Background: an optimization exercise with open tools, aiming at small area and a short achievable clock period. Do not read the settings as production practice. No run shown here included a check of the RTL's function; only the layout flow was run. No activity file was given, so power comes from the tool's default toggle rates.

## flow/design.v (module list and top-level ports; edited modules follow where they fit)
// module alu: 873 lines
// module cpa: 131 lines
// module ltu: 3 lines
// module ovf: 42 lines
// module omux: 3 lines
// module outsel: 14 lines
// module fa: 4 lines
// module ha: 4 lines
module alu #(
    parameter DATA_WIDTH = 32,
    parameter INST_WIDTH = 4
)(
    input                   i_clk,
    input                   i_rst_n,
    input  [DATA_WIDTH-1:0] i_data_a,
    input  [DATA_WIDTH-1:0] i_data_b,
    input  [INST_WIDTH-1:0] i_inst,
    input                   i_valid,
    output [DATA_WIDTH-1:0] o_data,
    output                  o_overflow,
    output                  o_valid
);
  // ...
==> flow/run.sh <==
#!/bin/bash
# synth_recipe.tcl (not shown) runs the flow's synth.tcl, then flattens the netlist and writes it again
# the make line also repeats each setting of config.mk as NAME=value (left out here)
make -C /OpenROAD-flow-scripts/flow DESIGN_CONFIG=/design/flow/config.mk WORK_HOME=/design/flow/orfs CLKGATE_MAP_FILE= SYNTH_SCRIPT=/design/flow/synth_recipe.tcl finish
==> flow/config.mk <==
export PLATFORM = sky130hd
export DESIGN_NAME = alu
export DESIGN_NICKNAME = alu
export VERILOG_FILES = /design/flow/design.v
export SDC_FILE = /design/flow/constraint.sdc
export NUM_CORES = 4
export LEC_CHECK = 0
export CAP_MARGIN = 20
export CORE_MARGIN = 2
export CORE_UTILIZATION = 45
export PLACE_DENSITY = 0.6
export SETUP_SLACK_MARGIN = 4
export SLEW_MARGIN = 20
export SYNTH_HIERARCHICAL = 1
export SYNTH_MINIMUM_KEEP_SIZE = 0
==> flow/constraint.sdc <==
create_clock -name core_clock -period 13.0 [get_ports {i_clk}]
set_input_delay 2.6000 -clock core_clock [delete_from_list [all_inputs] [get_ports {i_clk}]]
set_output_delay 2.6000 -clock core_clock [all_outputs]
set_load 0.01 [all_outputs]
==> tab_implementation.tex, run 1 <==
\begin{tabular}{lr}
\hline
Metric & Value \\
\hline
\multicolumn{2}{l}{\textbf{Run status}} \\
Status & no timing/DRC/antenna violations \\
\multicolumn{2}{l}{\textbf{Pwr}} \\
Overall power & 4.10 mW \\
Top pwr grp & combinational logic \\
Seq pwr & 0.158 mW \\
Comb power & between 3 and 4 mW \\
\multicolumn{2}{l}{\textbf{Layout}} \\
Number of multi-input combinational cells in the layout & 1740 \\
Fillcell total & around 3700 \\
Most flop-heavy register & o\_data\_r \\
Commonest non-fill, non-tap cells in the layout & xnor2\_1, a22oi\_1, fa\_1 \\
Share of cell area taken by multi-input logic gates & 0.783 \\
Fin cells & 2664 \\
Area of combinational cells with multiple inputs & 17200 um\^{}2 \\
Relative area change from synthesis to final layout & 16.7\% \\
Number of flip-flops in the largest register & 32 \\
Largest cell class by area & multi-input combinational cells \\
Final std cell area, no fill & 22000 um\^{}2 \\
\multicolumn{2}{l}{\textbf{Global route}} \\
Total routing resource utilization after global routing & 0.367 \\
Most heavily used metal layer in global routing & met2 \\
Met3 Usage GRT & 0.0930 \\
\multicolumn{2}{l}{\textbf{Timing}} \\
Setup TNS Final & 0 ns \\
Fin. max-slew vios & 0 \\
Fin crit period & 9.07 ns \\
\multicolumn{2}{l}{\textbf{Synth}} \\
Synthesis warning total & 8 \\
Simple-gate share of the synthesized area & 0.112 \\
Most frequent cell after synthesis & xnor2\_1 \\
Post-Synth Adder-Cell Area & 0.328 \\
\multicolumn{2}{l}{\textbf{Route}} \\
M1 WL & around 30 mm \\
Total Wirelength & 81.0 mm \\
\multicolumn{2}{l}{\textbf{Worst setup path}} \\
Cell type of the slowest stage on the worst timing path & dlygate4sd2\_1 \\
Type of the worst setup path & primary input to flop \\
Sort of element at the end of the critical path & flop \\
\multicolumn{2}{l}{\textbf{Die}} \\
Core Region & 41100 um\^{}2 \\
Vert. Die Dim & 209 um \\
\multicolumn{2}{l}{\textbf{Placement}} \\
Buffers added on ports & between 100 and 150 \\
Routability congestion estimate & about 0.95 \\
\multicolumn{2}{l}{\textbf{Clock tree}} \\
TritonCTS clock tree & yes \\
\hline
\end{tabular}
==> run 2: changes to the inputs <==
--- a/flow/config.mk
+++ b/flow/config.mk
@@ -10,5 +10,5 @@
 export CORE_UTILIZATION = 45
 export PLACE_DENSITY = 0.6
-export SETUP_SLACK_MARGIN = 4
+export SETUP_SLACK_MARGIN = 0
 export SLEW_MARGIN = 20
 export SYNTH_HIERARCHICAL = 1
==> tab_implementation.tex, run 2 <==
\begin{tabular}{lr}
\hline
Metric & Value \\
\hline
\multicolumn{2}{l}{\textbf{Run status}} \\
Status & no timing/DRC/antenna violations \\
\multicolumn{2}{l}{\textbf{Timing}} \\
Fin crit period & 10.99 ns (+1.92 ns) \\
Fin. max-slew vios & 0 (unchanged) \\
Maximum frequency from static timing analysis & just over 0.09 GHz \\
Crit share post-route & 0.846 \\
Final number of setup-violating endpoints & 0 \\
Transition time at the pin with the least slew margin & 1.26 ns \\
RSZ-0062 raised after global routing & false \\
Max transition margin & 0.159 \\
Setup TNS Final & 0 ns (unchanged) \\
Endpoints failing hold & 0 \\
\multicolumn{2}{l}{\textbf{Worst setup path}} \\
CP Launch Type & primary input \\
Largest fanout on the critical path & 19 \\
Sort of element at the end of the critical path & flop \\
Type of the worst setup path & primary input to flop \\
Required time of the critical path & 13.17 ns \\
Crit path arrival time & 11.16 ns \\
\multicolumn{2}{l}{\textbf{Synth}} \\
Post-Synth XOR/XNOR Area & 0.156 \\
Top-area cell type share of the netlist area & 0.257 \\
Seq cells post-synth & 34 \\
Simple-gate share of the synthesized area & 0.112 (unchanged) \\
Portion of netlist area occupied by mux cells & 0.0440 \\
Synthesis warning total & 8 (unchanged) \\
Post-Synth Adder-Cell Area & 0.328 (unchanged) \\
Syn avg cell area & 9.09 um\^{}2 \\
Cell area after synthesis & 18800 um\^{}2 \\
Commonest cells post-synth & xnor2\_1, a22oi\_1, fa\_1 \\
Number of nets in the synthesized netlist & between 2000 and 2500 \\
Async set or reset register ratio after synthesis & 1.00 \\
Cell variety after synth & between 100 and 150 \\
Portion of the post-synthesis area used by sequential elements & 0.0452 \\
Synthesized-area fraction occupied by ao, oa, aoi and oai cells & 0.244 \\
Combinational family with the most area after synthesis & adder cells \\
Gate count after technology mapping & 2071 \\
Leading post-synthesis cells by cell area & fa\_1, xnor2\_1, a22oi\_1 \\
Most instantiated flip-flop cell in the synthesis netlist & dfrtp\_1 \\
Most frequent cell after synthesis & xnor2\_1 \\
Count of flip-flops with a built-in enable after synthesis & 0 \\
Post-synthesis cell type with the largest combined area & fa\_1 \\
\multicolumn{2}{l}{\textbf{Layout}} \\
Most flop-heavy register & o\_data\_r \\
Net count, final & 2468 \\
Largest registers & o\_data\_r (32), o\_overflow\_r (1), o\_valid\_r (1) \\
Fraction of layout cells with a size suffix above 1 & 0.0859 \\
Fillcell total & 3906 (+4.3\%) \\
Most common cell after layout, fill and taps aside & xnor2\_1 \\
Final std cell area, no fill & 20300 um\^{}2 (-7.5\%) \\
Relative area change from synthesis to final layout & 7.91\% \\
Commonest non-fill, non-tap cells in the layout & xnor2\_1, a22oi\_1, fa\_1 \\
Number of flip-flops in the largest register & 32 (unchanged) \\
\multicolumn{2}{l}{\textbf{Die}} \\
Core Region & 41100 um\^{}2 (unchanged) \\
Effective utilization at floorplan & 0.458 \\
Floorplan die area & 43500 um\^{}2 \\
\# IOs & 105 \\
Horizontal die dimension & 209 um \\
Vert. Die Dim & 209 um (unchanged) \\
Total number of placement rows & 74 \\
\multicolumn{2}{l}{\textbf{Clock tree}} \\
Deepest clock path buffer count & 2 \\
TritonCTS clock tree & yes \\
Number of H-tree levels & 2 \\
Clk slew on worst S/H paths & approximately 0.070 ns \\
Root cell of the clock tree & clkbuf\_16 \\
Number of buffers added by the clock tree synthesis step & 5 \\
TritonCTS Sinks & 34 \\
Buffers inserted during post-CTS setup optimization & 0 \\
Number of buffers inserted for hold repair after clock tree synthesis & 0 \\
CTS resizes & 0 \\
\multicolumn{2}{l}{\textbf{Placement}} \\
Dpl cell area & 20100 um\^{}2 \\
Detailed placement HPWL & approximately 54 mm \\
Routability congestion estimate & 0.946 (unchanged) \\
Buffers added on ports & 104 (unchanged) \\
\multicolumn{2}{l}{\textbf{Global route}} \\
Pin count of the biggest net entering global routing & 75 \\
Total congestion overflow & 0 \\
Total routing resource utilization after global routing & 0.349 (-0.0182) \\
Wire length of the first global-routing pass & 114 mm \\
Number of global-route vias before repair & 17938 \\
Number of antenna violations at the first check in global routing & 1 \\
\multicolumn{2}{l}{\textbf{Pwr}} \\
Sequential Power Share & 0.040 \\
Clock Power Share & 0.042 \\
Part of the power in combinational logic & 0.918 \\
Peak supply drop & roughly 0.00065 V \\
Total power divided by cell area & 193 nW/um\^{}2 \\
Switching power as a share of total power & 0.523 \\
Internal cell power & 1.87 mW \\
Leakage power & 8.13 nW \\
Power spent charging and discharging nets & 2.05 mW \\
\multicolumn{2}{l}{\textbf{Route}} \\
Mean routed wirelength per cell & 29.6 um \\
First-pass iteration count of the detailed router & 8 \\
Vias & about 18000 \\
Drt first-iter violations & roughly 2200 \\
Drt drc & 0 \\
Routed via count divided by cell count & 6.94 \\
Remaining antenna violation count & 0 \\
Total Wirelength & 76.5 mm (-5.5\%) \\
\multicolumn{2}{l}{\textbf{Job}} \\
Max-cap violations & 0 \\
\multicolumn{2}{l}{\textbf{Hold path}} \\
Class of the tightest hold or removal check & primary input to asynchronous set/reset pin \\
\hline
\end{tabular}
-- run 2: cell types whose count changed in the layout (fill, tap and decap cells not counted), moves of 14 or more --
| cell | change |
|---|---|
| buf_12 | -22 |
| clkdlybuf4s50_1 | +23 |
| fa_2 | -36 |
| buf_6 | -14 |
| buf_4 | -30 |
| fa_1 | +36 |
| ha_1 | +15 |
-- run 2: cell families after synthesis --
logic type               after synthesis
adder cells (fa/ha/maj)              348
buffers and inverters                298
AND/OR/NAND/NOR                      404
multiplexers                          37
other                                  1
AO/OA/AOI/OAI                        616
XOR/XNOR                             333
flip-flops                            34
-- run 2: layout make-up --
| cell class | instances | area, um^2 | area share |
|---|---|---|---|
| flip-flops and latches | 34 | 851 | 0.0419 |
| clock inverters | 3 | 68.8 | 0.00339 |
| multi-input cells | 1739 | 16700 | 0.822 |
| clock buffers | 5 | 125 | 0.00616 |
| diodes | 1 | 2.50 | 0.000123 |
| inverters | 87 | 327 | 0.0161 |
| well taps | 532 | 666 | 0.0328 |
| repair buffers | 182 | 1580 | 0.0778 |
-- run 2: critical path: stages --
cell,delay (ns)
clkdlybuf4s50_1,0.96
ha_1,0.26
nand2b_1,0.14
clkinv_1,0.87
buf_4,0.56
xnor2_1,0.25
fa_1,0.47
fa_1,0.40
fa_1,0.54
fa_1,0.42
ha_1,0.30
a22o_1,0.23
ha_1,0.36
a21oi_1,0.23
o21ai_0,0.18
a221oi_1,0.40
o21ai_0,0.17
a21oi_2,0.32
o21ai_1,0.17
fa_1,0.45
xnor2_1,0.31
mux4_2,0.54
-- run 2: power by group through the flow --
stage,sequential (mW),clock (mW),combinational [mW]
floorplan,0.176,0,2.40
global placement,0.159,0,3.54
detailed placement,0.161,0,3.57
CTS,0.159,0.163,3.60
global route,0.161,0.168,3.99
finish,0.159,0.163,3.60
-- run 2: final timing paths --
path,start,endpoint,slack (ns),depth (start not counted)
max,i_data_b[2],o_overflow_r$_DFF_PN0_,2.01,22
min,i_rst_n,o_data_r[29]$_DFF_PN0_,2.40,1
max in group asynchronous,i_rst_n,o_data_r[6]$_DFF_PN0_,10.08,1
min in group core_clock,i_data_a[1],o_data_r[30]$_DFF_PN0_,2.79,2
-- run 2: metrics by stage --
step | cells | power (mW) | utilization | hold WS [ns] | worst slack (ns)
6_report | 2583 | 3.93 | 0.494 | 2.40 | 2.01
5_1_grt | 2582 | 4.32 | 0.494 | 2.47 | 1.75
4_1_cts | 2582 | 3.92 | 0.494 | 2.42 | 2.14
3_5_place_dp | 2574 | 3.73 | 0.489 | 2.73 | 1.86
3_3_place_gp | 2574 | 3.70 | 0.489 | 2.71 | 2.00
2_1_floorplan | 2071 | 2.57 | - | 2.30 | 4.09
-- run 2: modules after synthesis, one instance, submodules excluded --
| module | copies in the design | cells inside | flops+latches | area [um^2] |
|---|---|---|---|---|
| alu | 1 | 926 | 34 | 6960 |
| cpa | 1 | 275 | 0 | 2310 |
| fa | 225 | 1 | 0 | 20.0 |
| ha | 30 | 1 | 0 | 12.5 |
| ltu | 1 | 108 | 0 | 777 |
| omux | 1 | 1 | 0 | 22.5 |
| outsel | 1 | 79 | 0 | 1150 |
| ovf | 1 | 427 | 0 | 2730 |
-- run 2: layer usage --
layer / global-route usage / vias to the layer above / wire (um)
met2: 0.551 / 1228 / 34300
li1: - / 7444 / -
met5: 0 / - / 0
met4: 0.155 / 0 / 4190
met3: 0.0694 / 256 / 8300
met1: 0.464 / 9010 / 29800
==> module ovf, before the edit <==
module ovf (
    input  [31:0] a, b,
    input  [3:0]  op,
    input         valid, sub,
    output reg [3:0] ovt
);
wire sgn = ~op[2];                        
wire [31:0] xa = a ^ {32{sgn & a[31]}};
wire [31:0] xb = b ^ {32{sgn & b[31]}};
reg  [31:0] tb;                           
reg ge32, ge31;
integer i;
always @(*) begin
    tb[31] = xb[31];
    for (i = 30; i >= 0; i = i - 1)
        tb[i] = tb[i+1] | xb[i];
    ge32 = 1'b0;
    ge31 = xa[0] & tb[31];
    for (i = 1; i <= 31; i = i + 1) begin
        ge32 = ge32 | (xa[i] & tb[32-i]);
        ge31 = ge31 | (xa[i] & tb[31-i]);
    end
end
wire e31 = ge31 & ~ge32;
wire sneg = a[31] ^ b[31];
wire k32 = (a[31] & b[0]) ^ (b[31] & a[0]);    
wire x31 = a[31] ^ b[31] ^ sub;                
always @(*) begin
    case (op)
        4'd0, 4'd1: ovt = {x31, ~x31, ~x31, x31};            
        4'd2: ovt = {ge32 | ~sneg | (sneg & e31 & k32),
                     ge32 | ~sneg | (sneg & e31 & ~k32),
                     ge32 | (~sneg & (e31 | ~k32)) | (sneg & e31 & k32),
                     ge32 | (~sneg & (e31 | k32)) | (sneg & e31 & ~k32)};
        4'd5: ovt = 4'b1010;                                 
        4'd6: ovt = 4'b0101;                                 
        4'd7: ovt = {1'b1, ge32, 1'b1, ge32};
        default: ovt = 4'b0000;
    endcase
    if (!valid) ovt = 4'b0000;
end
endmodule
==> run 3: changes to the inputs <==
--- a/flow/design.v
+++ b/flow/design.v
@@ -1015,18 +1015,33 @@
 wire [31:0] xa = a ^ {32{sgn & a[31]}};
 wire [31:0] xb = b ^ {32{sgn & b[31]}};
-reg  [31:0] tb;                           
-reg ge32, ge31;
-integer i;
-always @(*) begin
-    tb[31] = xb[31];
-    for (i = 30; i >= 0; i = i - 1)
-        tb[i] = tb[i+1] | xb[i];
-    ge32 = 1'b0;
-    ge31 = xa[0] & tb[31];
-    for (i = 1; i <= 31; i = i + 1) begin
-        ge32 = ge32 | (xa[i] & tb[32-i]);
-        ge31 = ge31 | (xa[i] & tb[31-i]);
+wire [32:0] tb;                           
+wire [31:0] lb;                           
+wire [8:0]  hb;                           
+assign tb[32] = 1'b0;
+assign hb[8] = 1'b0;
+genvar g;
+generate
+    for (g = 0; g < 8; g = g + 1) begin : g_sfx
+        sfx4 u (.x(xb[4*g+3:4*g]), .t(lb[4*g+3:4*g]));
+        assign hb[g] = hb[g+1] | lb[4*g];
+        assign tb[4*g+3:4*g] = lb[4*g+3:4*g] | {4{hb[g+1]}};
     end
-end
+endgenerate
+wire [31:0] q32, q31;
+generate
+    for (g = 0; g < 32; g = g + 1) begin : g_q
+        assign q32[g] = (g == 0) ? 1'b0 : tb[32-g];
+        assign q31[g] = tb[31-g];
+    end
+endgenerate
+wire [3:0] h32, h31;
+generate
+    for (g = 0; g < 4; g = g + 1) begin : g_h
+        ao8 u32 (.p(xa[8*g+7:8*g]), .q(q32[8*g+7:8*g]), .y(h32[g]));
+        ao8 u31 (.p(xa[8*g+7:8*g]), .q(q31[8*g+7:8*g]), .y(h31[g]));
+    end
+endgenerate
+wire ge32 = |h32;
+wire ge31 = |h31;
 wire e31 = ge31 & ~ge32;
 wire sneg = a[31] ^ b[31];
@@ -1048,4 +1063,13 @@
 end
 endmodule
+module sfx4 (input [3:0] x, output [3:0] t);
+assign t[3] = x[3];
+assign t[2] = t[3] | x[2];
+assign t[1] = t[2] | x[1];
+assign t[0] = t[1] | x[0];
+endmodule
+module ao8 (input [7:0] p, input [7:0] q, output y);
+assign y = |(p & q);
+endmodule
 module omux (input [3:0] t, input s31, input s32, output y);
 assign y = t[{s31, s32}];
--- a/flow/config.mk
+++ b/flow/config.mk
@@ -10,5 +10,5 @@
 export CORE_UTILIZATION = 45
 export PLACE_DENSITY = 0.6
-export SETUP_SLACK_MARGIN = 0
+export SETUP_SLACK_MARGIN = 4
 export SLEW_MARGIN = 20
 export SYNTH_HIERARCHICAL = 1
==> tab_implementation.tex, run 3 <==
\begin{tabular}{lr}
\hline
Metric & Value \\
\hline
\multicolumn{2}{l}{\textbf{Synth}} \\
Most instantiated flip-flop cell in the synthesis netlist & dfrtp\_1 \\
Seq cells post-synth & 34 (unchanged) \\
Combinational family with the most area after synthesis & adder cells \\
Most frequent cell after synthesis & xnor2\_1 \\
Synthesis warning total & 8 (unchanged) \\
Post-Synth XOR/XNOR Area & 0.186 (+0.0301) \\
Count of flip-flops with a built-in enable after synthesis & 0 (unchanged) \\
Syn avg cell area & 9.49 um\^{}2 (+4.4\%) \\
Cell area after synthesis & 17700 um\^{}2 (-6.0\%) \\
Cell variety after synth & 70 (-31\%) \\
Commonest cells post-synth & xnor2\_1, a22oi\_1, fa\_1 \\
Post-synthesis cell type with the largest combined area & fa\_1 \\
Post-Synth Adder-Cell Area & 0.349 (+0.0209) \\
Portion of the post-synthesis area used by sequential elements & 0.0481 (+0.00288) \\
Portion of netlist area occupied by mux cells & 0.0457 (+0.00168) \\
Top-area cell type share of the netlist area & 0.274 (+0.0164) \\
Leading post-synthesis cells by cell area & fa\_1, xnor2\_1, a22oi\_1 \\
Async set or reset register ratio after synthesis & 1.00 (unchanged) \\
Gate count after technology mapping & 1865 (-9.9\%) \\
Synthesized-area fraction occupied by ao, oa, aoi and oai cells & 0.215 (-0.0286) \\
Number of nets in the synthesized netlist & 2284 (-8.3\%) \\
Simple-gate share of the synthesized area & 0.0899 (-0.0218) \\
\multicolumn{2}{l}{\textbf{Placement}} \\
Detailed placement HPWL & 45.2 mm (-16\%) \\
Pre-CTS setup slack & 2.17 ns (+0.307 ns) \\
Routability congestion estimate & 0.936 (-1.1\%) \\
Buffers added on ports & 104 (unchanged) \\
\multicolumn{2}{l}{\textbf{Layout}} \\
Commonest non-fill, non-tap cells in the layout & xnor2\_1, a22oi\_1, fa\_1 \\
Count of antenna diodes in the layout & 0 (-1) \\
Fraction of layout cells with a size suffix above 1 & 0.178 (+0.0918) \\
Relative area change from synthesis to final layout & 18.1\% \\
Net count, final & 2349 (-4.8\%) \\
Most flop-heavy register & o\_data\_r \\
Most common cell after layout, fill and taps aside & xnor2\_1 \\
Largest registers & o\_data\_r (32), o\_overflow\_r (1), o\_valid\_r (1) \\
Number of flip-flops in the largest register & 32 (unchanged) \\
\multicolumn{2}{l}{\textbf{Clock tree}} \\
TritonCTS Sinks & 34 (unchanged) \\
Deepest clock path buffer count & 2 (unchanged) \\
Clk slew on worst S/H paths & 0.06 ns (about the same) \\
Root cell of the clock tree & clkbuf\_16 \\
Number of H-tree levels & 2 (unchanged) \\
Number of buffers added by the clock tree synthesis step & 5 (unchanged) \\
TritonCTS clock tree & yes \\
\multicolumn{2}{l}{\textbf{Route}} \\
Vias & 16357 (-8.8\%) \\
Total Wirelength & 69.1 mm (-9.7\%) \\
Drt drc & 0 (unchanged) \\
Mean routed wirelength per cell & 28.2 um (-4.8\%) \\
First-pass iteration count of the detailed router & 8 (unchanged) \\
Remaining antenna violation count & 0 (unchanged) \\
Drt first-iter violations & 2012 (-10\%) \\
Routed via count divided by cell count & 6.68 (-3.8\%) \\
\multicolumn{2}{l}{\textbf{Worst setup path}} \\
Setup crit start & i\_data\_b[12] \\
Type of the worst setup path & primary input to flop \\
Largest fanout on the critical path & 10 (-9) \\
Worst setup endpoint & o\_overflow\_r\$\_DFF\_PN0\_ \\
Crit path arrival time & 9.12 ns (-2.04 ns) \\
CP Launch Type & primary input \\
Required time of the critical path & 13.17 ns (about the same) \\
Sort of element at the end of the critical path & flop \\
Cell type of the slowest stage on the worst timing path & fa\_1 \\
Peak per-stage delay on the critical path & 0.53 ns (-0.43 ns) \\
Cell occurring most often along the worst timing path & fa\_2 \\
Critical-path cell list & clkbuf\_2, nand2b\_4, o21ai\_4, buf\_2, a22oi\_1, xnor2\_1, fa\_2, fa\_2, fa\_2, fa\_1, fa\_1, ha\_1, a22o\_1, ha\_1, a21o\_1, a21oi\_2, o21ai\_1, a21oi\_2, buf\_6, o21ai\_2, fa\_2, xnor2\_2, mux4\_2 \\
\multicolumn{2}{l}{\textbf{Timing}} \\
Endpoints failing hold & 0 (unchanged) \\
Final number of setup-violating endpoints & 0 (unchanged) \\
Max transition margin & 0.341 (+0.182) \\
Final worst-path setup slack & 4.05 ns (+2.05 ns) \\
Transition time at the pin with the least slew margin & 0.989 ns (-0.268 ns) \\
Fin. max-slew vios & 0 (unchanged) \\
RSZ-0062 raised after global routing & false \\
Fin crit period & 8.95 ns (-2.05 ns) \\
Crit share post-route & 0.688 (-0.157) \\
Maximum frequency from static timing analysis & 0.112 GHz (+23\%) \\
Setup TNS Final & 0 ns (unchanged) \\
\multicolumn{2}{l}{\textbf{Pwr}} \\
Overall power & 4.14 mW (+5.6\%) \\
Total power divided by cell area & 198 nW/um\^{}2 (+2.6\%) \\
Peak supply drop & 0.000433 V (-33\%) \\
Leakage power & 8.38 nW (+3.0\%) \\
\multicolumn{2}{l}{\textbf{Global route}} \\
Number of global-route vias before repair & 15847 (-12\%) \\
Number of antenna violations at the first check in global routing & 1 (unchanged) \\
Wire length of the first global-routing pass & 99.9 mm (-13\%) \\
Pin count of the biggest net entering global routing & 66 (-12\%) \\
Total routing resource utilization after global routing & 0.321 (-0.0276) \\
Total congestion overflow & 0 (unchanged) \\
\multicolumn{2}{l}{\textbf{Die}} \\
Vert. Die Dim & 202 um (-3.0\%) \\
Horizontal die dimension & 202 um (-3.0\%) \\
Core Region & 38700 um\^{}2 (-5.8\%) \\
Effective utilization at floorplan & 0.457 (-0.00112) \\
\# IOs & 105 (unchanged) \\
Total number of placement rows & 72 (-2.7\%) \\
Floorplan die area & 40900 um\^{}2 (-5.9\%) \\
\multicolumn{2}{l}{\textbf{Hold path}} \\
Class of the tightest hold or removal check & primary input to asynchronous set/reset pin \\
\multicolumn{2}{l}{\textbf{Run status}} \\
Status & no timing/DRC/antenna violations \\
\multicolumn{2}{l}{\textbf{Job}} \\
Max-cap violations & 0 (unchanged) \\
\hline
\end{tabular}
[run 3: cell count changes after synthesis, moves of 22 or more]
cell      change
nand2_1      -34
o21ai_0      -22
a21oi_1      -22
nor2_1       -32
xnor2_1      +45
clkbuf_1     -36
a22oi_1      +30
[run 3: where the power goes]
part | switching, mW | leakage (nW) | internal [mW]
Combinational | 2.07 | 7.87 | 1.79
Sequential | 0.00937 | 0.433 | 0.145
Clock | 0.0532 | 0.0729 | 0.0760
Total | 2.13 | 8.38 | 2.01
[run 3: worst max-delay path, delay by kind of cell]
kind	cells	cell delay, ns
buffers and inverters	3	0.72
AO/OA/AOI/OAI	8	1.36
multiplexers	1	0.53
AND/OR/NAND/NOR	1	0.20
XOR/XNOR	2	0.43
adder cells (fa/ha/maj)	8	3.28
[run 3: per-stage QoR]
| stage | hold WS [ns] | utilization | cells | instance area, um^2 |
|---|---|---|---|---|
| CTS | 2.42 | 0.514 | 2398 | 19900 |
| global placement | 2.74 | 0.490 | 2360 | 19000 |
| detailed placement | 2.74 | 0.490 | 2360 | 19000 |
| floorplan | 2.30 | - | 1865 | 17700 |
| global route | 2.46 | 0.540 | 2449 | 20900 |
| finish | 2.39 | 0.540 | 2449 | 20900 |
[run 3: kinds of logic after synthesis]
family | Yosys count
XOR/XNOR | 372
multiplexers | 35
AND/OR/NAND/NOR | 298
buffers and inverters | 266
other | 2
flip-flops | 34
adder cells (fa/ha/maj) | 348
AO/OA/AOI/OAI | 510
[run 3: how the worst min path moves through the flow]
stage	startpoint	endpoint	cells after the start
2_1_floorplan	i_rst_n	o_data_r[0]$_DFF_PN0_	0
6_report	i_rst_n	o_valid_r$_DFF_PN0_	1
3_3_place_gp	i_rst_n	o_valid_r$_DFF_PN0_	1
4_1_cts	i_rst_n	o_valid_r$_DFF_PN0_	1
5_1_grt	i_rst_n	o_valid_r$_DFF_PN0_	1
3_5_place_dp	i_rst_n	o_valid_r$_DFF_PN0_	1
[run 3: cell type report]
| cell class | count | area (um^2) |
|---|---|---|
| fillers | 3500 | 17800 |
| multi-input cells | 1565 | 16300 |
| repair buffers | 239 | 2480 |
| flip-flops and latches | 34 | 851 |
| well taps | 518 | 648 |
| inverters | 82 | 409 |
| clock buffers | 6 | 139 |
| repair inverters | 3 | 26.3 |
| clock inverters | 2 | 12.5 |
[run 3: per-layer routing]
layer	track usage	vias up	routed length (um)
li1	-	6760	-
met1	0.431	8301	26900
met2	0.513	1100	31600
met3	0.0647	196	7960
met4	0.118	0	2590
met5	0	-	0
[run 3: repair_timing]
action	CTS	global route
pin swaps	23	44
hold buffers	0	0
buffers inserted	29	41
setup endpoints to repair	16	9
resized for setup	176	190
cloned	1	10
[run 3: Yosys stat by module (local to each module, per instance)]
module / flops+latches / cell area (um^2) / copies in the design
outsel: 0 / 1150 / 1
cpa: 0 / 2310 / 1
sfx4: 0 / 27.5 / 8
omux: 0 / 22.5 / 1
ovf: 0 / 1090 / 1
ao8: 0 / 36.3 / 8
ltu: 0 / 777 / 1
ha: 0 / 12.5 / 30
fa: 0 / 20.0 / 225
alu: 34 / 6960 / 1
==> run 4: changes to the inputs <==
--- a/flow/config.mk
+++ b/flow/config.mk
@@ -10,5 +10,5 @@
 export CORE_UTILIZATION = 45
 export PLACE_DENSITY = 0.6
-export SETUP_SLACK_MARGIN = 4
+export SETUP_SLACK_MARGIN = 5
 export SLEW_MARGIN = 20
 export SYNTH_HIERARCHICAL = 1
==> tab_implementation.tex, run 4 <==
\begin{tabular}{lr}
\hline
Metric & Value \\
\hline
\multicolumn{2}{l}{\textbf{Global route}} \\
Number of global-route vias before repair & 18622 (+18\%) \\
Met1 capacity usage during global routing & 0.502 (+0.0717) \\
Pin count of the biggest net entering global routing & 66 (unchanged) \\
Met3 Usage GRT & 0.168 (+0.104) \\
Total congestion overflow & 0 (unchanged) \\
Wire length of the first global-routing pass & 122 mm (+22\%) \\
Number of antenna violations at the first check in global routing & 2 (+1) \\
Total routing resource utilization after global routing & 0.403 (+0.0815) \\
Most heavily used metal layer in global routing & met2 \\
Met2 track utilization from global routing & 0.578 (+0.0647) \\
\multicolumn{2}{l}{\textbf{Synth}} \\
Leading post-synthesis cells by cell area & fa\_1, xnor2\_1, a22oi\_1 \\
Combinational family with the most area after synthesis & adder cells \\
Async set or reset register ratio after synthesis & 1.00 (unchanged) \\
Post-synthesis cell type with the largest combined area & fa\_1 \\
Gate count after technology mapping & 1865 (unchanged) \\
Post-Synth XOR/XNOR Area & 0.186 (unchanged) \\
Syn avg cell area & 9.49 um\^{}2 (unchanged) \\
Synthesized-area fraction occupied by ao, oa, aoi and oai cells & 0.215 (unchanged) \\
Number of nets in the synthesized netlist & 2284 (unchanged) \\
Top-area cell type share of the netlist area & 0.274 (unchanged) \\
Post-Synth Adder-Cell Area & 0.349 (unchanged) \\
Most frequent cell after synthesis & xnor2\_1 \\
Most instantiated flip-flop cell in the synthesis netlist & dfrtp\_1 \\
Simple-gate share of the synthesized area & 0.0899 (unchanged) \\
Commonest cells post-synth & xnor2\_1, a22oi\_1, fa\_1 \\
Count of flip-flops with a built-in enable after synthesis & 0 (unchanged) \\
Seq cells post-synth & 34 (unchanged) \\
Portion of netlist area occupied by mux cells & 0.0457 (unchanged) \\
Synthesis warning total & 8 (unchanged) \\
Cell variety after synth & 70 (unchanged) \\
Portion of the post-synthesis area used by sequential elements & 0.0481 (unchanged) \\
Cell area after synthesis & 17700 um\^{}2 (unchanged) \\
\multicolumn{2}{l}{\textbf{Layout}} \\
Relative area change from synthesis to final layout & 39.4\% \\
Net count, final & 2551 (+8.6\%) \\
Fraction of layout cells with a size suffix above 1 & 0.332 (+0.154) \\
Largest registers & o\_data\_r (32), o\_overflow\_r (1), o\_valid\_r (1) \\
Final std cell area, no fill & 24700 um\^{}2 (+18\%) \\
Number of flip-flops in the largest register & 32 (unchanged) \\
Count of antenna diodes in the layout & 0 (unchanged) \\
Most flop-heavy register & o\_data\_r \\
Total area of sequential cells & 851 um\^{}2 (unchanged) \\
Area of combinational cells with multiple inputs & 17300 um\^{}2 (+6.2\%) \\
Fin cells & 2651 (+8.2\%) \\
Fillcell total & 2904 (-17\%) \\
Most common cell after layout, fill and taps aside & xnor2\_1 \\
Commonest non-fill, non-tap cells in the layout & xnor2\_1, a22oi\_1, buf\_4 \\
\multicolumn{2}{l}{\textbf{Clock tree}} \\
Root cell of the clock tree & clkbuf\_16 \\
TritonCTS clock tree & yes \\
Number of H-tree levels & 2 (unchanged) \\
Number of buffers added by the clock tree synthesis step & 5 (unchanged) \\
Deepest clock path buffer count & 2 (unchanged) \\
TritonCTS Sinks & 34 (unchanged) \\
Clk slew on worst S/H paths & 0.06 ns (about the same) \\
\multicolumn{2}{l}{\textbf{Die}} \\
Horizontal die dimension & 202 um (unchanged) \\
Total number of placement rows & 72 (unchanged) \\
Effective utilization at floorplan & 0.457 (unchanged) \\
Core Region & 38700 um\^{}2 (unchanged) \\
Floorplan die area & 40900 um\^{}2 (unchanged) \\
Vert. Die Dim & 202 um (unchanged) \\
\# IOs & 105 (unchanged) \\
\multicolumn{2}{l}{\textbf{Pwr}} \\
Leakage power & 10.1 nW (+20\%) \\
Peak supply drop & 0.000291 V (-33\%) \\
Total power divided by cell area & 199 nW/um\^{}2 (+0.13\%) \\
Overall power & 4.90 mW (+18\%) \\
\multicolumn{2}{l}{\textbf{Timing}} \\
Transition time at the pin with the least slew margin & 0.975 ns (-0.0142 ns) \\
Crit share post-route & 0.678 (-0.0100) \\
Fin crit period & 8.82 ns (-0.130 ns) \\
Maximum frequency from static timing analysis & 0.113 GHz (+1.5\%) \\
Final number of setup-violating endpoints & 0 (unchanged) \\
RSZ-0062 raised after global routing & true \\
Max transition margin & 0.350 (+0.00943) \\
Endpoints failing hold & 0 (unchanged) \\
Setup TNS Final & 0 ns (unchanged) \\
Fin. max-slew vios & 0 (unchanged) \\
\multicolumn{2}{l}{\textbf{Worst setup path}} \\
Family of cells with the greatest summed delay on the critical path & adder cells \\
Required time of the critical path & 13.17 ns (about the same) \\
Crit. path cell count & 24 (+4.3\%) \\
Sort of element at the end of the critical path & flop \\
Cell type of the slowest stage on the worst timing path & fa\_1 \\
Type of the worst setup path & primary input to flop \\
Largest fanout on the critical path & 9 (-1) \\
Peak per-stage delay on the critical path & 0.58 ns (+0.05 ns) \\
Buffers plus inverters on the worst setup path & 4 (+1) \\
Crit path arrival time & 8.99 ns (-0.13 ns) \\
CP Launch Type & primary input \\
Critical-path cell list & buf\_12, buf\_8, ha\_4, buf\_12, a22oi\_2, xnor2\_1, fa\_2, fa\_2, fa\_1, fa\_1, fa\_1, ha\_1, a22o\_1, ha\_2, a21o\_1, a21o\_1, a21oi\_2, o21ai\_2, a21oi\_2, buf\_6, o21ai\_4, fa\_2, xnor2\_2, mux4\_2 \\
\multicolumn{2}{l}{\textbf{Hold path}} \\
Class of the tightest hold or removal check & primary input to asynchronous set/reset pin \\
\multicolumn{2}{l}{\textbf{Placement}} \\
Routability congestion estimate & 0.900 (-3.8\%) \\
Buffers added on ports & 104 (unchanged) \\
DP Cell Count & 2354 (-0.25\%) \\
Detailed placement HPWL & 44.8 mm (-0.79\%) \\
Dpl cell area & 19300 um\^{}2 (+1.5\%) \\
\multicolumn{2}{l}{\textbf{Route}} \\
Drt first-iter violations & 2770 (+38\%) \\
Remaining antenna violation count & 0 (unchanged) \\
Vias & 18631 (+14\%) \\
Drt drc & 0 (unchanged) \\
Mean routed wirelength per cell & 32.9 um (+16\%) \\
Routed via count divided by cell count & 7.03 (+5.2\%) \\
First-pass iteration count of the detailed router & 7 (-1) \\
Total Wirelength & 87.1 mm (+26\%) \\
\multicolumn{2}{l}{\textbf{Run status}} \\
Status & no timing/DRC/antenna violations \\
\multicolumn{2}{l}{\textbf{Job}} \\
Max-cap violations & 0 (unchanged) \\
\hline
\end{tabular}
==> run 4: changes by cell type in the layout (fill, tap and decap cells not counted), sizes merged, moves of 4 or more <==
cell	previous run	this run
buf	139	339
bufbuf	0	19
clkbuf	30	11
clkdlybuf4s15	2	6
clkdlybuf4s50	65	47
dlygate4sd2	1	20
==> run 4: cell type report <==
class | instances | area share
Timing Repair Buffer | 439 | 0.212
Inverter | 82 | 0.0170
Clock buffer | 7 | 0.00578
Timing Repair inverter | 2 | 0.000710
Sequential cell | 34 | 0.0345
Clock inverter | 1 | 0.000203
Tap cell | 518 | 0.0263
Multi-Input combinational cell | 1568 | 0.703
==> run 4: per-layer routing <==
layer  wire length (um)  vias up
met4               7150        4
met5                 50        -
met3              14700      575
met1              29400     9007
met2              35900     1856
li1                   -     7189
==> run 4: modules after synthesis, one instance, submodules excluded, excerpt <==
| module | copies in the design | cell area, um^2 |
|---|---|---|
| sfx4 | 8 | 27.5 |
| alu | 1 | 6960 |
| ovf | 1 | 1090 |
| cpa | 1 | 2310 |
| outsel | 1 | 1150 |
| ltu | 1 | 777 |
| ha | 30 | 12.5 |
==> run 4: cell families after synthesis <==
logic type | Yosys count
flops | 34
simple gates | 298
buf+inv | 266
xor+xnor | 372
compound gates | 510
other cells | 2
mux | 35
fa+ha+maj | 348
==> run 4: how the worst max path moves through the flow <==
| stage | start | endpoint | slack, ns |
|---|---|---|---|
| finish | i_data_b[5] | o_overflow_r$_DFF_PN0_ | 4.18 |
| global placement | i_data_b[3] | o_overflow_r$_DFF_PN0_ | 2.61 |
| global route | i_data_b[5] | o_overflow_r$_DFF_PN0_ | 4.15 |
| detailed placement | i_data_b[5] | o_overflow_r$_DFF_PN0_ | 2.61 |
| CTS | i_data_b[24] | o_overflow_r$_DFF_PN0_ | 4.42 |
| floorplan | i_data_b[5] | o_overflow_r$_DFF_PN0_ | 4.71 |
==> run 4: where the power goes <==
part / total, mW / internal [mW] / switching, mW
combinational: 4.62 / 2.19 / 2.43
clock: 0.127 / 0.0761 / 0.0512
sequential: 0.155 / 0.145 / 0.00983
==> run 4: repair_timing <==
action | in CTS | in global routing
endpoints found under the hold margin | 0 | 0
setup endpoints to repair | 24 | 20
buffers inserted | 183 | 72
pin swaps | 153 | 152
gates resized for setup | 507 | 136
gates cloned | 31 | 3
hold buffers | 0 | 0
==> run 4: metrics by stage <==
stage | hold WS, ns | utilization | setup slack [ns]
after detailed placement | 2.75 | 0.497 | 2.61
after global routing | 2.47 | 0.637 | 4.15
after global placement | 2.74 | 0.497 | 2.61
after CTS | 2.43 | 0.604 | 4.42
after floorplan | 2.30 | - | 4.71
final | 2.40 | 0.637 | 4.18
==> run 5: changes to the inputs <==
--- a/flow/config.mk
+++ b/flow/config.mk
@@ -10,5 +10,5 @@
 export CORE_UTILIZATION = 45
 export PLACE_DENSITY = 0.6
-export SETUP_SLACK_MARGIN = 5
+export SETUP_SLACK_MARGIN = 3
 export SLEW_MARGIN = 20
 export SYNTH_HIERARCHICAL = 1
==> tab_implementation.tex, run 5 <==
\begin{tabular}{lr}
\hline
Metric & Value \\
\hline
\multicolumn{2}{l}{\textbf{Run status}} \\
Status & no timing/DRC/antenna violations \\
\multicolumn{2}{l}{\textbf{Worst setup path}} \\
Sort of element at the end of the critical path & flop \\
Required time of the critical path & 13.17 ns (about the same) \\
Largest fanout on the critical path & 17 (+8) \\
Type of the worst setup path & primary input to flop \\
Crit path arrival time & 10.00 ns (+1.01 ns) \\
CP Launch Type & primary input \\
\multicolumn{2}{l}{\textbf{Die}} \\
Horizontal die dimension & 202 um (unchanged) \\
Floorplan die area & 40900 um\^{}2 (unchanged) \\
Total number of placement rows & 72 (unchanged) \\
\# IOs & 105 (unchanged) \\
Vert. Die Dim & 202 um (unchanged) \\
Core Region & 38700 um\^{}2 (unchanged) \\
Effective utilization at floorplan & 0.457 (unchanged) \\
\multicolumn{2}{l}{\textbf{Route}} \\
Remaining antenna violation count & 0 (unchanged) \\
Total Wirelength & 64.8 mm (-26\%) \\
Vias & 15650 (-16\%) \\
Drt drc & 0 (unchanged) \\
Drt first-iter violations & 1712 (-38\%) \\
First-pass iteration count of the detailed router & 7 (unchanged) \\
Routed via count divided by cell count & 6.58 (-6.3\%) \\
Mean routed wirelength per cell & 27.3 um (-17\%) \\
\multicolumn{2}{l}{\textbf{Layout}} \\
Fillcell total & 3632 (+25\%) \\
Commonest non-fill, non-tap cells in the layout & xnor2\_1, a22oi\_1, fa\_1 \\
Fraction of layout cells with a size suffix above 1 & 0.0855 (-0.246) \\
Net count, final & 2277 (-11\%) \\
Count of antenna diodes in the layout & 0 (unchanged) \\
Relative area change from synthesis to final layout & 9.77\% \\
Post-layout util & 0.502 (-0.135) \\
Number of flip-flops in the largest register & 32 (unchanged) \\
Final std cell area, no fill & 19400 um\^{}2 (-21\%) \\
Most common cell after layout, fill and taps aside & xnor2\_1 \\
Fin cells & 2377 (-10\%) \\
Most flop-heavy register & o\_data\_r \\
Largest registers & o\_data\_r (32), o\_overflow\_r (1), o\_valid\_r (1) \\
\multicolumn{2}{l}{\textbf{Synth}} \\
Count of flip-flops with a built-in enable after synthesis & 0 (unchanged) \\
Leading post-synthesis cells by cell area & fa\_1, xnor2\_1, a22oi\_1 \\
Cell variety after synth & 70 (unchanged) \\
Synthesis warning total & 8 (unchanged) \\
Cell area after synthesis & 17700 um\^{}2 (unchanged) \\
Seq cells post-synth & 34 (unchanged) \\
Commonest cells post-synth & xnor2\_1, a22oi\_1, fa\_1 \\
Top-area cell type share of the netlist area & 0.274 (unchanged) \\
Syn avg cell area & 9.49 um\^{}2 (unchanged) \\
Portion of the post-synthesis area used by sequential elements & 0.0481 (unchanged) \\
Post-synthesis cell type with the largest combined area & fa\_1 \\
Number of nets in the synthesized netlist & 2284 (unchanged) \\
Most frequent cell after synthesis & xnor2\_1 \\
Gate count after technology mapping & 1865 (unchanged) \\
Async set or reset register ratio after synthesis & 1.00 (unchanged) \\
Most instantiated flip-flop cell in the synthesis netlist & dfrtp\_1 \\
\multicolumn{2}{l}{\textbf{Placement}} \\
Dpl cell area & 19000 um\^{}2 (-1.4\%) \\
Routability congestion estimate & 0.936 (+4.0\%) \\
Buffers added on ports & 104 (unchanged) \\
DP Cell Count & 2360 (+0.25\%) \\
Detailed placement HPWL & 45.2 mm (+0.79\%) \\
Pre-CTS setup slack & 2.17 ns (-0.441 ns) \\
\multicolumn{2}{l}{\textbf{Global route}} \\
Total congestion overflow & 0 (unchanged) \\
Number of antenna violations at the first check in global routing & 2 (unchanged) \\
Pin count of the biggest net entering global routing & 66 (unchanged) \\
Wire length of the first global-routing pass & 98.4 mm (-19\%) \\
Number of global-route vias before repair & 15647 (-16\%) \\
Total routing resource utilization after global routing & 0.315 (-0.0873) \\
\multicolumn{2}{l}{\textbf{Pwr}} \\
Internal cell power & 1.89 mW (-22\%) \\
Leakage power & 7.82 nW (-22\%) \\
Part of the power in combinational logic & 0.929 (-0.013) \\
Peak supply drop & 0.000443 V (+52\%) \\
Total power divided by cell area & 204 nW/um\^{}2 (+2.5\%) \\
Switching power as a share of total power & 0.523 (+0.0148) \\
Clock Power Share & 0.032 (+0.006) \\
Overall power & 3.96 mW (-19\%) \\
Power spent charging and discharging nets & 2.07 mW (-17\%) \\
Sequential Power Share & 0.039 (+0.007) \\
\multicolumn{2}{l}{\textbf{Clock tree}} \\
Deepest clock path buffer count & 2 (unchanged) \\
Root cell of the clock tree & clkbuf\_16 \\
Number of H-tree levels & 2 (unchanged) \\
Clk slew on worst S/H paths & 0.06 ns (about the same) \\
TritonCTS clock tree & yes \\
TritonCTS Sinks & 34 (unchanged) \\
Number of buffers added by the clock tree synthesis step & 5 (unchanged) \\
\multicolumn{2}{l}{\textbf{Hold path}} \\
Class of the tightest hold or removal check & primary input to asynchronous set/reset pin \\
\multicolumn{2}{l}{\textbf{Timing}} \\
Setup TNS Final & 0 ns (unchanged) \\
Crit share post-route & 0.756 (+0.0781) \\
Worst slack on hold paths & 2.39 ns (-0.00814 ns) \\
Max transition margin & 0.290 (-0.0599) \\
Fin crit period & 9.83 ns (+1.02 ns) \\
Final worst-path setup slack & 3.17 ns (-1.02 ns) \\
RSZ-0062 raised after global routing & false \\
Fin. max-slew vios & 0 (unchanged) \\
Transition time at the pin with the least slew margin & 1.06 ns (+0.0865 ns) \\
Endpoints failing hold & 0 (unchanged) \\
Final number of setup-violating endpoints & 0 (unchanged) \\
Maximum frequency from static timing analysis & 0.102 GHz (-10\%) \\
\multicolumn{2}{l}{\textbf{Job}} \\
Max-cap violations & 0 (unchanged) \\
\hline
\end{tabular}
## run 5: cell counts after synthesis
No cell type changed its count.
## run 5: power by group through the flow
stage | logic, mW | clock network, mW | registers (mW)
2_1_floorplan | 2.38 | 0 | 0.176
3_3_place_gp | 3.52 | 0 | 0.156
3_5_place_dp | 3.59 | 0 | 0.157
4_1_cts | 3.64 | 0.131 | 0.155
5_1_grt | 4.08 | 0.136 | 0.157
6_report | 3.67 | 0.128 | 0.154
## run 5: critical path, stage by stage
cell,delay (ns)
clkdlybuf4s50_1,0.95
buf_4,0.38
a22oi_1,0.12
xnor2_1,0.17
fa_1,0.54
fa_1,0.50
fa_1,0.43
fa_1,0.53
fa_1,0.41
ha_1,0.31
a22o_1,0.23
ha_1,0.35
a21o_1,0.18
a21o_1,0.17
a21oi_1,0.25
o21ai_0,0.16
a21oi_2,0.29
o21ai_1,0.15
fa_1,0.47
xnor2_2,0.24
mux4_2,0.53
## run 5: cell type report
| class | instances | area [um^2] | area share |
|---|---|---|---|
| Clock inverter | 2 | 12.5 | 0.000644 |
| Tap cell | 518 | 648 | 0.0334 |
| Multi-Input combinational cell | 1565 | 15800 | 0.816 |
| Timing Repair Buffer | 170 | 1590 | 0.0819 |
| Inverter | 82 | 339 | 0.0175 |
| Sequential cell | 34 | 851 | 0.0438 |
| Clock buffer | 6 | 139 | 0.00715 |
## run 5: logic make-up (layout without fill, tap and decap cells)
logic type	Yosys count	in the layout	synth area share
compound gates	510	510	0.215
xor+xnor	372	372	0.186
fa+ha+maj	348	348	0.349
buf+inv	266	260	0.0657
flops	34	34	0.0481
mux	35	35	0.0457
other cells	2	2	0.000424
simple gates	298	298	0.0899
## run 5: modules after synthesis (local to each module, per instance), a selection
module	times used	cell area [um^2]
fa	225	20.0
alu	1	6960
outsel	1	1150
ovf	1	1090
ltu	1	777
ha	30	12.5
omux	1	22.5
sfx4	8	27.5
## run 5: metal layers
metal	share of wire	up-vias	global-route usage
met2	0.47	990	0.507
met4	0.031	0	0.106
met5	0	-	0
li1	-	6606	-
met3	0.10	158	0.0629
met1	0.40	7896	0.425
## run 5: worst max-delay path by stage
stage | start | to | slack [ns] | cells past startpoint
after floorplan | i_data_b[5] | o_overflow_r$_DFF_PN0_ | 4.09 | 22
after CTS | i_data_b[5] | o_overflow_r$_DFF_PN0_ | 3.01 | 21
after global routing | i_data_b[20] | o_overflow_r$_DFF_PN0_ | 3.01 | 23
after global placement | i_data_b[17] | o_overflow_r$_DFF_PN0_ | 2.23 | 21
final | i_data_a[11] | o_overflow_r$_DFF_PN0_ | 3.17 | 21
after detailed placement | i_data_b[3] | o_overflow_r$_DFF_PN0_ | 2.17 | 23
## run 5: timing repair
item | in CTS | in global routing
buffers inserted | 9 | 0
setup endpoints to repair | 6 | 1
endpoints found under the hold margin | 0 | 0
pin swaps | 2 | 0
hold buffers | 0 | 0
gates resized for setup | 31 | 26
==> run 6: changes to the inputs <==
==> flow/flow/run.sh (new file) <==
#!/bin/bash
# The standard ORFS layout (standard synthesis included), except that the
# port buffers are plain buffers (buf_4) rather than the delay cell that
# buffer_ports picks on its own; every port still gets its buffer.
set -uo pipefail
export BUFFER_PORTS_ARGS="-buffer_cell sky130_fd_sc_hd__buf_4"
bash standard.sh finish > flow_make.log 2>&1
status=$?
cp -r orfs/logs flow_logs 2>/dev/null || true
exit $status
==> flow/standard.sh (new file) <==
#!/bin/bash
# synth_recipe.tcl (not shown) runs the flow's synth.tcl, then flattens the netlist and writes it again
# the make line also repeats each setting of config.mk as NAME=value (left out here)
make -C /OpenROAD-flow-scripts/flow DESIGN_CONFIG=/design/flow/config.mk WORK_HOME=/design/flow/orfs CLKGATE_MAP_FILE= SYNTH_SCRIPT=/design/flow/synth_recipe.tcl "${@:-finish}"
--- a/flow/config.mk
+++ b/flow/config.mk
@@ -10,5 +10,5 @@
 export CORE_UTILIZATION = 45
 export PLACE_DENSITY = 0.6
-export SETUP_SLACK_MARGIN = 3
+export SETUP_SLACK_MARGIN = 4
 export SLEW_MARGIN = 20
 export SYNTH_HIERARCHICAL = 1
removed: flow/run.sh
==> tab_implementation.tex, run 6 <==
\begin{tabular}{lr}
\hline
Metric & Value \\
\hline
\multicolumn{2}{l}{\textbf{Synth}} \\
Async set or reset register ratio after synthesis & 1.00 (unchanged) \\
Synthesis warning total & 8 (unchanged) \\
Combinational family with the most area after synthesis & adder cells \\
Leading post-synthesis cells by cell area & fa\_1, xnor2\_1, a22oi\_1 \\
Portion of the post-synthesis area used by sequential elements & 0.0481 (unchanged) \\
Seq cells post-synth & 34 (unchanged) \\
Post-Synth XOR/XNOR Area & 0.186 (unchanged) \\
Most frequent cell after synthesis & xnor2\_1 \\
Cell variety after synth & 70 (unchanged) \\
Synthesized-area fraction occupied by ao, oa, aoi and oai cells & 0.215 (unchanged) \\
Syn avg cell area & 9.49 um\^{}2 (unchanged) \\
Commonest cells post-synth & xnor2\_1, a22oi\_1, fa\_1 \\
Cell area after synthesis & 17700 um\^{}2 (unchanged) \\
Post-Synth Adder-Cell Area & 0.349 (unchanged) \\
Count of flip-flops with a built-in enable after synthesis & 0 (unchanged) \\
Top-area cell type share of the netlist area & 0.274 (unchanged) \\
Gate count after technology mapping & 1865 (unchanged) \\
Portion of netlist area occupied by mux cells & 0.0457 (unchanged) \\
Simple-gate share of the synthesized area & 0.0899 (unchanged) \\
Number of nets in the synthesized netlist & 2284 (unchanged) \\
Most instantiated flip-flop cell in the synthesis netlist & dfrtp\_1 \\
Post-synthesis cell type with the largest combined area & fa\_1 \\
\multicolumn{2}{l}{\textbf{Layout}} \\
Fin cells & 2383 (+0.25\%) \\
Relative area change from synthesis to final layout & 11.4\% \\
Fraction of layout cells with a size suffix above 1 & 0.157 (+0.0716) \\
Post-layout util & 0.509 (+0.00736) \\
Net count, final & 2283 (+0.26\%) \\
Count of antenna diodes in the layout & 0 (unchanged) \\
Most flop-heavy register & o\_data\_r \\
Commonest non-fill, non-tap cells in the layout & xnor2\_1, a22oi\_1, fa\_1 \\
Largest registers & o\_data\_r (32), o\_overflow\_r (1), o\_valid\_r (1) \\
Number of flip-flops in the largest register & 32 (unchanged) \\
Most common cell after layout, fill and taps aside & xnor2\_1 \\
Fillcell total & 3628 (-0.11\%) \\
\multicolumn{2}{l}{\textbf{Pwr}} \\
Leakage power & 8.01 nW (+2.4\%) \\
Peak supply drop & 0.000337 V (-24\%) \\
Total power divided by cell area & 201 nW/um\^{}2 (-1.5\%) \\
\multicolumn{2}{l}{\textbf{Die}} \\
Total number of placement rows & 72 (unchanged) \\
Floorplan die area & 40900 um\^{}2 (unchanged) \\
Core Region & 38700 um\^{}2 (unchanged) \\
\# IOs & 105 (unchanged) \\
Effective utilization at floorplan & 0.457 (unchanged) \\
Vert. Die Dim & 202 um (unchanged) \\
Horizontal die dimension & 202 um (unchanged) \\
\multicolumn{2}{l}{\textbf{Placement}} \\
DP Cell Count & 2328 (-1.4\%) \\
Buffers added on ports & 104 (unchanged) \\
Pre-CTS setup slack & 2.74 ns (+0.573 ns) \\
Routability congestion estimate & 0.932 (-0.43\%) \\
Detailed placement HPWL & 45.1 mm (-0.13\%) \\
\multicolumn{2}{l}{\textbf{Worst setup path}} \\
Critical-path cell list & buf\_4, nand2b\_1, o21ai\_4, buf\_4, buf\_4, a22oi\_1, xnor2\_1, fa\_1, fa\_1, fa\_1, fa\_1, ha\_1, a22o\_1, ha\_1, a21oi\_1, o21ai\_0, a221oi\_2, o21ai\_1, a21oi\_2, o21ai\_1, fa\_2, xnor2\_2, mux4\_2 \\
Type of the worst setup path & primary input to flop \\
Cell type of the slowest stage on the worst timing path & fa\_1 \\
Crit path arrival time & 9.11 ns (-0.89 ns) \\
Peak per-stage delay on the critical path & 0.54 ns (-0.41 ns) \\
Cell occurring most often along the worst timing path & fa\_1 \\
Largest fanout on the critical path & 11 (-6) \\
Required time of the critical path & 13.16 ns (about the same) \\
CP Launch Type & primary input \\
Setup crit start & i\_data\_b[10] \\
Sort of element at the end of the critical path & flop \\
Buffers plus inverters on the worst setup path & 3 (+1) \\
Family of cells with the greatest summed delay on the critical path & adder cells \\
\multicolumn{2}{l}{\textbf{Timing}} \\
Transition time at the pin with the least slew margin & 1.05 ns (-0.0160 ns) \\
Max transition margin & 0.303 (+0.0129) \\
Final number of setup-violating endpoints & 0 (unchanged) \\
Endpoints failing hold & 0 (unchanged) \\
Fin. max-slew vios & 0 (unchanged) \\
Maximum frequency from static timing analysis & 0.112 GHz (+9.9\%) \\
Crit share post-route & 0.688 (-0.0679) \\
Setup TNS Final & 0 ns (unchanged) \\
Worst slack on hold paths & 2.26 ns (-0.129 ns) \\
Fin crit period & 8.95 ns (-0.883 ns) \\
Final worst-path setup slack & 4.05 ns (+0.883 ns) \\
RSZ-0062 raised after global routing & false \\
\multicolumn{2}{l}{\textbf{Job}} \\
Max-cap violations & 0 (unchanged) \\
\multicolumn{2}{l}{\textbf{Clock tree}} \\
Number of H-tree levels & 2 (unchanged) \\
Clk slew on worst S/H paths & 0.06 ns (about the same) \\
Number of buffers added by the clock tree synthesis step & 5 (unchanged) \\
TritonCTS clock tree & yes \\
Number of buffers inserted for hold repair after clock tree synthesis & 0 (unchanged) \\
TritonCTS Sinks & 34 (unchanged) \\
Root cell of the clock tree & clkbuf\_16 \\
Deepest clock path buffer count & 2 (unchanged) \\
\multicolumn{2}{l}{\textbf{Global route}} \\
Total routing resource utilization after global routing & 0.325 (+0.00985) \\
Pin count of the biggest net entering global routing & 66 (unchanged) \\
Wire length of the first global-routing pass & 101 mm (+2.6\%) \\
Number of antenna violations at the first check in global routing & 0 (-2) \\
Number of global-route vias before repair & 16010 (+2.3\%) \\
Total congestion overflow & 0 (unchanged) \\
\multicolumn{2}{l}{\textbf{Route}} \\
Vias & 15933 (+1.8\%) \\
Total Wirelength & 68.0 mm (+4.9\%) \\
Mean routed wirelength per cell & 28.5 um (+4.7\%) \\
Remaining antenna violation count & 0 (unchanged) \\
Routed via count divided by cell count & 6.69 (+1.6\%) \\
First-pass iteration count of the detailed router & 6 (-1) \\
Drt drc & 0 (unchanged) \\
Drt first-iter violations & 1812 (+5.8\%) \\
\multicolumn{2}{l}{\textbf{Run status}} \\
Status & no timing/DRC/antenna violations \\
\multicolumn{2}{l}{\textbf{Hold path}} \\
Class of the tightest hold or removal check & primary input to asynchronous set/reset pin \\
\hline
\end{tabular}
[run 6: cell counts after synthesis]
Identical to the previous run, type by type.
[run 6: cells by family (layout without fill, tap and decap cells)]
family                   after synthesis  after routing
other                                  2              2
flip-flops                            34             34
adder cells (fa/ha/maj)              348            348
multiplexers                          35             35
XOR/XNOR                             372            372
buffers and inverters                266            265
AND/OR/NAND/NOR                      298            298
AO/OA/AOI/OAI                        510            511
[run 6: worst max-delay path by stage]
stage / to / slack [ns] / depth (start not counted)
final: o_overflow_r$_DFF_PN0_ / 4.05 / 23
after global routing: o_overflow_r$_DFF_PN0_ / 3.93 / 23
after CTS: o_overflow_r$_DFF_PN0_ / 4.01 / 22
after detailed placement: o_overflow_r$_DFF_PN0_ / 2.74 / 22
after global placement: o_overflow_r$_DFF_PN0_ / 2.76 / 22
after floorplan: o_overflow_r$_DFF_PN0_ / 4.09 / 22
[run 6: metal layers]
metal | vias to the layer above | global-route usage | wire length (um)
li1 | 6632 | - | -
met4 | 0 | 0.135 | 2860
met5 | - | 0 | 0
met3 | 196 | 0.0626 | 7380
met2 | 1101 | 0.518 | 31300
met1 | 8004 | 0.433 | 26500
[run 6: power by group]
part           internal (mW)  total (mW)  leakage (nW)  switching, mW
registers              0.145       0.155         0.433         0.0101
clock network         0.0761       0.126        0.0739         0.0499
logic                   1.67        3.67          7.50           2.00
[run 6: through the flow]
stage,cell area (um^2),total power [mW]
floorplan,17700,2.56
global placement,18500,3.64
detailed placement,18500,3.70
CTS,19300,3.90
global route,19700,4.39
finish,19700,3.95
[run 6: modules after synthesis (local to each module, per instance)]
module,cells,flip-flops and latches,times used,area (um^2)
outsel,79,0,1,1150
alu,926,34,1,6960
ha,1,0,30,12.5
sfx4,4,0,8,27.5
fa,1,0,225,20.0
ltu,108,0,1,777
ovf,149,0,1,1090
cpa,275,0,1,2310
omux,1,0,1,22.5
ao8,5,0,8,36.3
[run 6: what timing repair did]
item                                    4_1_cts  5_1_grt
endpoints found under the setup margin       16        4
setup buffers                                26       16
pin swaps                                     8       18
gates resized for setup                      68       57
gates cloned                                  2        3
[run 6: layout make-up]
type                    instances  area (um^2)  area share
clock inverters                 1         5.00    0.000254
well taps                     518          648      0.0329
multi-input cells            1566        16100       0.816
repair buffers                175         1620      0.0821
flip-flops and latches         34          851      0.0432
clock buffers                   7          143     0.00724
inverters                      82          368      0.0187

## separate check: timing with driven ports
Ports are ideal in the flow. The routed layouts listed here were re-timed in OpenROAD.
Step 1: set_driving_cell puts a clkbuf_16 on i_clk and a buf_2 on each other input, an assumption about the parent block.
Step 2 adds t to the input delays and takes it off the output delays; t is the mean of the earliest and latest rising clock arrival at the registers after step 1. Input paths then give back, and output paths get back, about the clock's delay inside the block.
Slacks: no drivers / after step 1 / after step 2; pairs: no drivers / after step 1.
run | t, ns | setup WS [ns] | worst setup path after step 2 | slew at the worst register clock pin (ns)
run 1 | 0.318 | 3.928 / 3.927 / 3.609 | input to register | 0.06 / 0.06
run 2 | 0.320 | 2.008 / 2.009 / 1.690 | input to register | 0.07 / 0.07
run 3 | 0.338 | 4.054 / 4.077 / 3.740 | input to register | 0.06 / 0.06
run 4 | 0.348 | 4.185 / 4.182 / 3.834 | input to register | 0.06 / 0.06
run 5 | 0.338 | 3.169 / 3.182 / 2.844 | input to register | 0.06 / 0.06
run 6 | 0.339 | 4.052 / 4.074 / 3.735 | input to register | 0.06 / 0.06
After both steps every run listed still meets setup and hold. The setup slack of run 4, which loses most, moves by -0.003 ns with the drivers and by -0.351 ns with both steps.
